From an optimization exercise on the open Yosys and OpenROAD flow, aimed at small area, a short achievable clock period and few clock cycles per item; shortcuts taken in it are not production practice. Only simulation tests tie the RTL to the original design; equivalence was not proved.

==> 09-11 <==
## basic_gpu
module basic_gpu (
  input clk,
  input rst,
  input [31:0] instruction,
  input valid_instruction,
  output [31:0] result,
  output reg ready
);
==> module basic_gpu, before the edit <==
module basic_gpu (
  input clk,
  input rst,
  input [31:0] instruction,
  input valid_instruction,
  output [31:0] result,
  output reg ready
);
  integer i;
  reg [1023:0] rf;         
  reg [31:0]   x, g, p;    
  reg          wb_en;      
  reg [4:0]    wb_rd;
  reg [31:0]   mul_a;
  reg [15:0]   enc_one, enc_two, enc_neg;    
  wire [3:0]  opcode   = instruction[31:28];
  wire [12:0] imm      = instruction[12:0];
  wire [31:0] res;
  gpu_post u_post_out (.x(x), .g(g), .p(p), .s(result));
  gpu_post u_post     (.x(x), .g(g), .p(p), .s(res));
  wire [31:0] pend;        
  genvar k;
  generate
    for (k = 0; k < 32; k = k + 1) begin : g_pend
      assign pend[k] = wb_en & (wb_rd == k);
    end
  endgenerate
  wire [32:0] sel1, sel2;
  wire [31:0] a, b;
  gpu_rdsel u_sel1 (.src(instruction[22:18]), .pend(pend), .wb_en(wb_en),
                    .wb_rd(wb_rd), .sel(sel1));
  gpu_rdsel u_sel2 (.src(instruction[17:13]), .pend(pend), .wb_en(wb_en),
                    .wb_rd(wb_rd), .sel(sel2));
  gpu_rdmux u_rd1 (.rf(rf), .result(res), .sel(sel1), .q(a));
  gpu_rdmux u_rd2 (.rf(rf), .result(res), .sel(sel2), .q(b));
  wire        sub = opcode[0];
  wire [31:0] xa, ga, pa;
  gpu_pre u_pre_alu (.a(a), .b(b ^ {32{sub}}), .cin(sub), .x(xa), .g(ga), .p(pa));
  wire is_add = (opcode == 4'd0) || (opcode == 4'd1);
  reg [31:0] logic_val;
  always @(*) begin
    case (opcode)
      4'd3:    logic_val = a & b;
      4'd4:    logic_val = a | b;
      4'd5:    logic_val = {19'd0, imm};
      default: logic_val = 32'd0;
    endcase
  end
  wire [32:0] bx = {b, 1'b0};
  reg  [15:0] b_one, b_two, b_neg;
  always @(*) begin
    for (i = 0; i < 16; i = i + 1) begin
      b_one[i] = bx[2*i+1] ^ bx[2*i];
      b_two[i] = (bx[2*i+2] & ~bx[2*i+1] & ~bx[2*i]) |
                 (~bx[2*i+2] & bx[2*i+1] & bx[2*i]);
      b_neg[i] = bx[2*i+2];
    end
  end
  wire [31:0] r0, r1, xm, gm, pm;
  gpu_mul u_mul (.mul_a(mul_a), .enc_one(enc_one), .enc_two(enc_two),
                 .enc_neg(enc_neg), .r0(r0), .r1(r1));
  gpu_pre u_pre_mul (.a(r0), .b(r1), .cin(1'b0), .x(xm), .g(gm), .p(pm));
  wire accept   = valid_instruction & ready & ~rst;
  wire is_mul   = (opcode == 4'd2);
  wire acc_alu  = accept & ~is_mul;
  wire mul_done = ~ready;
  always @(posedge clk) begin
    mul_a   <= a;
    enc_one <= b_one;
    enc_two <= b_two;
    enc_neg <= b_neg;
    wb_rd   <= instruction[27:23];
    p       <= acc_alu ? pa : pm;
    for (i = 0; i < 32; i = i + 1)
      if (pend[i]) rf[32*i +: 32] <= res;
  end
  always @(posedge clk or posedge rst) begin
    if (rst) begin
      ready <= 1'b1;
      wb_en <= 1'b0;
      x     <= 32'd0;
      g     <= 32'd0;
    end else begin
      if (acc_alu) begin
        x <= is_add ? xa : logic_val;
        g <= is_add ? ga : 32'd0;
      end else if (mul_done) begin
        x <= xm;
        g <= gm;
      end else begin
        x <= res;
        g <= 32'd0;
      end
      wb_en <= acc_alu | mul_done;
      ready <= ~(accept & is_mul);
    end
  end
endmodule
==> flow/config.mk <==
export PLATFORM = sky130hd
export DESIGN_NAME = basic_gpu
export DESIGN_NICKNAME = basic_gpu
export VERILOG_FILES = /design/flow/design.v
export SDC_FILE = /design/flow/constraint.sdc
export NUM_CORES = 4
export LEC_CHECK = 0
export CAP_MARGIN = 20
export CORE_MARGIN = 2
export CORE_UTILIZATION = 60
export SETUP_SLACK_MARGIN = 5
export SLEW_MARGIN = 20
export SYNTH_HIERARCHICAL = 1
==> flow/constraint.sdc <==
create_clock -name core_clock -period 12.0 [get_ports {clk}]
set_input_delay 2.4000 -clock core_clock [delete_from_list [all_inputs] [get_ports {clk}]]
set_output_delay 2.4000 -clock core_clock [all_outputs]
set_load 0.01 [all_outputs]
standard.sh (not shown) runs the stock make flow with config.mk's settings and CLKGATE_MAP_FILE= SYNTH_SCRIPT=/design/flow/synth_recipe.tcl, a recipe that flattens the netlist after the stock synthesis.
==> flow/flow/run.sh <==
#!/bin/bash
# The standard layout (the standard.sh, standard synthesis unchanged),
# with these changes to how the layout is optimised:
#  - repair_timing may resize cells to any footprint,
#  - ports are buffered with buf_4 instead of the flow's default buffer,
#  - repair_timing aims for more setup slack.
set -euo pipefail
bash standard.sh \
  MATCH_CELL_FOOTPRINT=0 \
  "BUFFER_PORTS_ARGS=-buffer_cell sky130_fd_sc_hd__buf_4" \
  SETUP_SLACK_MARGIN=7 \
  finish > flow.log 2>&1
==> 10-25 (differences from 09-11) <==
--- a/flow/design.v
+++ b/flow/design.v
@@ -17,5 +17,3 @@
   wire [12:0] imm      = instruction[12:0];
-  wire [31:0] res;
-  gpu_post u_post_out (.x(x), .g(g), .p(p), .s(result));
-  gpu_post u_post     (.x(x), .g(g), .p(p), .s(res));
+  gpu_post u_post (.x(x), .g(g), .p(p), .s(result));
   wire [31:0] pend;        
@@ -33,4 +31,4 @@
                     .wb_rd(wb_rd), .sel(sel2));
-  gpu_rdmux u_rd1 (.rf(rf), .result(res), .sel(sel1), .q(a));
-  gpu_rdmux u_rd2 (.rf(rf), .result(res), .sel(sel2), .q(b));
+  gpu_rdmux u_rd1 (.rf(rf), .result(result), .sel(sel1), .q(a));
+  gpu_rdmux u_rd2 (.rf(rf), .result(result), .sel(sel2), .q(b));
   wire        sub = opcode[0];
@@ -74,3 +72,3 @@
     for (i = 0; i < 32; i = i + 1)
-      if (pend[i]) rf[32*i +: 32] <= res;
+      if (pend[i]) rf[32*i +: 32] <= result;
   end
@@ -90,3 +88,3 @@
       end else begin
-        x <= res;
+        x <= result;
         g <= 32'd0;
==> notes.md <==
- Of 10-25 and 09-11, 09-11 has the higher via count (gap 0.35%, measured against 09-11).
- Against 10-25, the global-route usage of 09-11 is lower by 0.44 points.
- Against 10-25, the non-clock buffer count of 09-11 is lower by 23.
- In 10-25 the synthesized cell count is lower than in 09-11, by 1.4%.
- In register-to-register slack, 09-11 and 10-25 hardly differ.
- Of 09-11 and 10-25, 10-25 has the higher count of clock-buffer cells in the layout (gap 1).
- Of 10-25 and 09-11, 09-11 has the higher worst hold slack (gap 27 ps).
- Of 09-11 and 10-25, 10-25 has the higher utilization (gap 0.77 points).
- Of 09-11 and 10-25, 10-25 has the higher routed wire length (gap 0.60%, measured against 10-25).
- Against 09-11, the die area of 10-25 is lower by about 0.9%.
Testbench counts of 09-11, summed over its fixed seeds: cycles 4,491, instructions 4,000.
Testbench counts of 10-25, summed over its fixed seeds: cycles 4,491, instructions 4,000.

==> static timing again, ports no longer ideal <==
The results above use ideal ports. As a check the final layouts listed here were re-extracted and re-timed, cells and wires unchanged.
Step 1 assumes that a clkbuf_16 drives the clock port and a buf_2 every other input.
Step 2 moves the port delays by t, midway between the first and last clock arrival at a register: inputs arrive t later, outputs are due t later. That takes back most of the time a late clock gives input paths.
a / b / c = no drivers / after step 1 / after step 2; a / b = the first two.
| run | t, ns | setup WS [ns] | hold WS [ns] | worst setup path after step 2 | clock arrival spread, ns |
|---|---|---|---|---|---|
| 09-11 | 0.800 | 6.921 / 6.849 / 6.180 | 0.600 / 0.600 / 0.600 | input to register | 0.065 / 0.065 |
| 10-25 | 0.807 | 6.928 / 6.854 / 6.193 | 0.572 / 0.572 / 0.572 | input to register | 0.038 / 0.037 |
After both steps every run listed still meets setup and hold. For 09-11, which loses most, drivers alone change the setup slack by -0.072 ns; drivers and shift together by -0.741 ns.
